Context: an optimization exercise on an open-source flow, tuned for small area and a short achievable clock period. The choices shown serve that exercise and are no tape-out recipe. Function was checked by simulation only, so behaviour that the tests miss may differ from the original. Power figures rest on the tool's default switching activity, not on a simulated workload.

zinc:
Design mk_mac, start of the top module:
module mk_mac(CLK,
	      RST_N,
	      put_inp_A_a,
	      EN_put_inp_A,
	      RDY_put_inp_A,
	      put_inp_B_b,
	      EN_put_inp_B,
	      RDY_put_inp_B,
	      put_inp_C_c,
	      EN_put_inp_C,
	      RDY_put_inp_C,
	      put_inp_sel_sel,
	      EN_put_inp_sel,
	      RDY_put_inp_sel,
	      get_mac_op,
	      RDY_get_mac_op);
clock: 9.0 ns
lec_check: 0
abc_area: 0
cap_margin: 0
core_margin: 2
core_utilization: 65
cts_cluster_diameter: 100
cts_cluster_size: 30
place_density: 0.75
slew_margin: 0
standard.sh (not shown) runs the stock make flow with config.mk's settings and CLKGATE_MAP_FILE= SYNTH_SCRIPT=/design/flow/synth_recipe.tcl, a recipe that flattens the netlist after the stock synthesis.
==> flow/flow/run.sh <==
#!/bin/bash
# Layout flow: the standard synthesis; then the combinational logic of its
# netlist is re-mapped by ABC with every flip-flop instance (name, cell type,
# connections) kept as it is, and the result is checked equivalent to the
# standard netlist (if the check fails, the standard netlist is used); then
# the standard layout steps, with faster port buffers and a tighter
# timing-repair target.  Each tool writes its own log here.
set -e
W=$(pwd)
ABC_D=9.0          # delay target (ps) for the gate sizing in ABC
bash standard.sh synth > synth.log 2>&1

RES=$(dirname "$(find "$W/orfs/results" -name 1_2_yosys.v | head -1)")
LOGD=$(dirname "$(find "$W/orfs/logs" -name 1_2_yosys.log | head -1)")
OBJ=$(dirname "$(find "$W/orfs/objects" -name abc.constr | head -1)")
LIB="$FLOW_HOME/platforms/$FLOW_PLATFORM/lib/sky130_fd_sc_hd__tt_025C_1v80.lib"
YOSYS=$(command -v yosys || echo "$FLOW_HOME/../tools/install/yosys/bin/yosys")
DU=$(grep -o -- '-dont_use [A-Za-z0-9_]*' "$LOGD/1_2_yosys.log" | sort -u | tr '\n' ' ')
KEEP="=sky130_fd_sc_hd__dfxtp_1 =sky130_fd_sc_hd__edfxtp_1 =sky130_fd_sc_hd__conb_1"
cp "$RES/1_2_yosys.v" "$W/std_netlist.v"

sed -e "s#@LIB@#$LIB#g" -e "s#@KEEP@#$KEEP#g" -e "s#@IN@#$W/std_netlist.v#g" \
    -e "s#@SCRIPT@#$W/flow/resyn.abc#g" -e "s#@DU@#$DU#g" -e "s#@CONSTR@#$OBJ/abc.constr#g" \
    -e "s#@D@#$ABC_D#g" -e "s#@OUT@#$W/resyn_netlist.v#g" flow/resyn.ys.in > resyn.ys
sed -e "s#@LIB@#$LIB#g" -e "s#@GOLD@#$W/std_netlist.v#g" -e "s#@GATE@#$W/resyn_netlist.v#g" \
    flow/equiv.ys.in > equiv.ys

if "$YOSYS" -l resyn.log resyn.ys > /dev/null 2>&1 &&
   "$YOSYS" -l equiv.log equiv.ys > /dev/null 2>&1 &&
   grep -q "Equivalence successfully proven" equiv.log; then
  cp "$W/resyn_netlist.v" "$RES/1_2_yosys.v"
  bash standard.sh synth > synth2.log 2>&1
else
  echo "re-mapping not used" > resyn_skipped.txt
fi

bash standard.sh "BUFFER_PORTS_ARGS=-buffer_cell sky130_fd_sc_hd__buf_2" SETUP_SLACK_MARGIN=6.2 finish > layout.log 2>&1
Other scripts of this flow, unchanged in this note and not shown: flow/flow/equiv.ys.in, flow/flow/resyn.abc, flow/flow/resyn.ys.in
Every stage of the flow completed for zinc, and the final layout passed the timing, design-rule and antenna checks.
Changes in raven relative to zinc:
--- a/flow/design.v
+++ b/flow/design.v
@@ -50,24 +50,26 @@
     else        vld <= {vld[5:0], ~rg_sel};
   end
   wire [7:0] eA = rg_A[14:7];
   wire [7:0] eB = rg_B[14:7];
   wire zA = (eA == 8'd0), zB = (eB == 8'd0);
   wire iA = (eA == 8'd255), iB = (eB == 8'd255);
   wire cls_zi = (iA & zB) | (zA & iB);
   wire [1:0] cls_in = cls_zi ? 2'd0 : (zA | zB) ? 2'd1 : (iA | iB) ? 2'd2 : 2'd3;
   reg [1:0] lc;
   always @(posedge CLK)
     if (!rg_sel) lc <= cls_in;
   wire [7:0] e_sum = (eA + eB + 8'd1) ^ 8'h80;     
+  wire [7:0] e_clamp = (e_sum[7:1] != 7'd0 && e_sum[7:1] != 7'h7f) ? e_sum : 8'd0;
+  wire [7:0] exp_add = cls_zi ? 8'd255 : (zA | zB) ? 8'd0 : (iA | iB) ? 8'd255 : e_clamp;
   wire nx_sel = EN_put_inp_sel ? put_inp_sel_sel : rg_sel;
   wire nx_a7  = EN_put_inp_A ? put_inp_A_a[7] : rg_A[7];
   wire nx_b7  = EN_put_inp_B ? put_inp_B_b[7] : rg_B[7];
   reg md_i8, md_ua, md_va, md_ub, md_vb, md_w;
   always @(posedge CLK) begin
     md_i8 <= nx_sel;
     md_ua <= nx_sel & ~nx_a7;
     md_va <= nx_sel & nx_a7;
     md_ub <= nx_sel & ~nx_b7;
     md_vb <= nx_sel & nx_b7;
     md_w  <= ~nx_sel | (nx_a7 & nx_b7);
   end
@@ -179,38 +181,34 @@
   wire mt_106 = (mt_54 & mt_79) | (mt_54 & mt_78) | (mt_79 & mt_78);
   wire mt_107 = mt_58 ^ mt_81 ^ mt_80;
   wire mt_108 = (mt_58 & mt_81) | (mt_58 & mt_80) | (mt_81 & mt_80);
   wire mt_109 = mt_60 ^ mt_83 ^ mt_82;
   wire mt_110 = (mt_60 & mt_83) | (mt_60 & mt_82) | (mt_83 & mt_82);
   wire mt_111 = (md_i8 & rg_C[14]) ^ md_w ^ mt_84;
   wire mt_112 = ((md_i8 & rg_C[14]) & md_w) | ((md_i8 & rg_C[14]) & mt_84) | (md_w & mt_84);
   wire mt_113 = (md_i8 & rg_C[15]) ^ md_i8;
   wire mt_114 = (md_i8 & rg_C[15]) & md_i8;
   wire [17:0] mt_r0 = {1'b0, mt_114, mt_112, mt_110, mt_108, mt_106, mt_104, mt_102, mt_100, mt_98, mt_96, mt_94, mt_92, mt_90, mt_88, mt_86, mt_85, (md_i8 & rg_C[0])};
   wire [17:0] mt_r1 = {1'b0, 1'b0, mt_113, mt_111, mt_109, mt_107, mt_105, mt_103, mt_101, mt_99, mt_97, mt_95, mt_93, mt_91, mt_89, mt_87, (rg_A[1] & rg_B[0]), (rg_A[0] & rg_B[0])};
   reg        t0_s;
-  reg [7:0]  t0_e;                  
-  reg [1:0]  t0_k;                  
+  reg [7:0]  t0_e;
   reg [17:0] t0_r0, t0_r1;
   reg [31:0] t0_c;
   always @(posedge CLK) begin
     t0_s  <= rg_A[15] ^ rg_B[15];
-    t0_e  <= e_sum;
-    t0_k  <= cls_in;
+    t0_e  <= exp_add;
     t0_r0 <= mt_r0;
     t0_r1 <= mt_r1;
     t0_c  <= rg_C;
   end
-  wire [7:0] e_clamp = (t0_e[7:1] != 7'd0 && t0_e[7:1] != 7'h7f) ? t0_e : 8'd0;
-  wire [7:0] exp_add = (t0_k == 2'd3) ? e_clamp : (t0_k == 2'd1) ? 8'd0 : 8'd255;
   wire ca_g1 = t0_r0[0] & t0_r1[0];
   wire ca_x2 = t0_r0[0] ^ t0_r1[0];
   wire ca_g3 = t0_r0[1] & t0_r1[1];
   wire ca_x4 = t0_r0[1] ^ t0_r1[1];
   wire ca_g5 = t0_r0[2] & t0_r1[2];
   wire ca_x6 = t0_r0[2] ^ t0_r1[2];
   wire ca_g7 = t0_r0[3] & t0_r1[3];
   wire ca_x8 = t0_r0[3] ^ t0_r1[3];
   wire ca_g9 = t0_r0[4] & t0_r1[4];
   wire ca_x10 = t0_r0[4] ^ t0_r1[4];
   wire ca_g11 = t0_r0[5] & t0_r1[5];
   wire ca_x12 = t0_r0[5] ^ t0_r1[5];
@@ -325,25 +323,25 @@
   wire ca_s121 = ca_x30 ^ ca_g97;
   wire ca_s122 = ca_x32 ^ ca_g99;
   wire ca_s123 = ca_x34 ^ ca_g101;
   wire ca_s124 = ca_x36 ^ ca_g103;
   wire [17:0] t0_sum = {ca_s124, ca_s123, ca_s122, ca_s121, ca_s120, ca_s119, ca_s118, ca_s117, ca_s116, ca_s115, ca_s114, ca_s113, ca_s112, ca_s111, ca_s110, ca_s109, ca_s108, ca_s107};
   reg        t1_s;
   reg [7:0]  t1_e;
   reg [15:0] t1_p;
   reg [1:0]  t1_q;
   reg [31:0] t1_c;
   always @(posedge CLK) begin
     t1_s <= t0_s;
-    t1_e <= exp_add;
+    t1_e <= t0_e;
     t1_p <= t0_sum[15:0];
     t1_q <= t0_sum[17:16];
     t1_c <= t0_c;
   end
   reg [15:0] i8_lo, i8_ch;
   reg [1:0]  i8_q;
   always @(posedge CLK)
     if (!vld[1]) begin
       i8_lo <= t1_p;
       i8_ch <= t1_c[31:16];
       i8_q  <= t1_q;
     end
Findings:
Relative to zinc, clock tree buffer count of the final layout decreased by 2.8% in raven. Of the two candidates, zinc has the better first-iteration DRC count and raven the worse one. Comparing raven and zinc, depth of the worst register-to-register path is lower on zinc. NOTE total power zinc->raven decreased slightly. From zinc to raven the numbers moved as follows: sequential share of layout area about even; flip-flop and latch count went down by 2; global-route wire length before repair now sits lower. raven ended up with edfxtp_1 as its critical-path cell with the highest stage delay; zinc ended up with dfxtp_2. Timing endpoint of the critical path: get_mac_op[20] -> zinc, t0_e[5]$_SDFF_PP1_ -> raven.

## re-timing with driven ports
In the flow no input, the clock included, has a driving cell. The finished layouts below were timed again as built, in two steps.
Step 1 sets driving cells, clkbuf_16 on the clock port and buf_2 on the other inputs (assumed; they add their load-dependent delay and slew).
Step 2 times the ports against the registers' clock, not the clock port: input delays grow and output delays shrink by t, the midpoint of the rising clock arrivals with the driver on.
Three values: ideal ports, drivers, drivers and shift; two values: the first two.
| run | shift t [ns] | setup slack, ns | worst setup path at the end | worst register clock-pin slew, ns | pins driven straight from the clock port |
|---|---|---|---|---|---|
| zinc | 0.630 | 6.150 / 6.096 / 6.163 | input to register | 0.12 / 0.12 | 1 |
| raven | 0.635 | 5.928 / 5.928 / 5.928 | register to register | 0.11 / 0.11 | 1 |
After both steps every run listed still meets setup and hold.
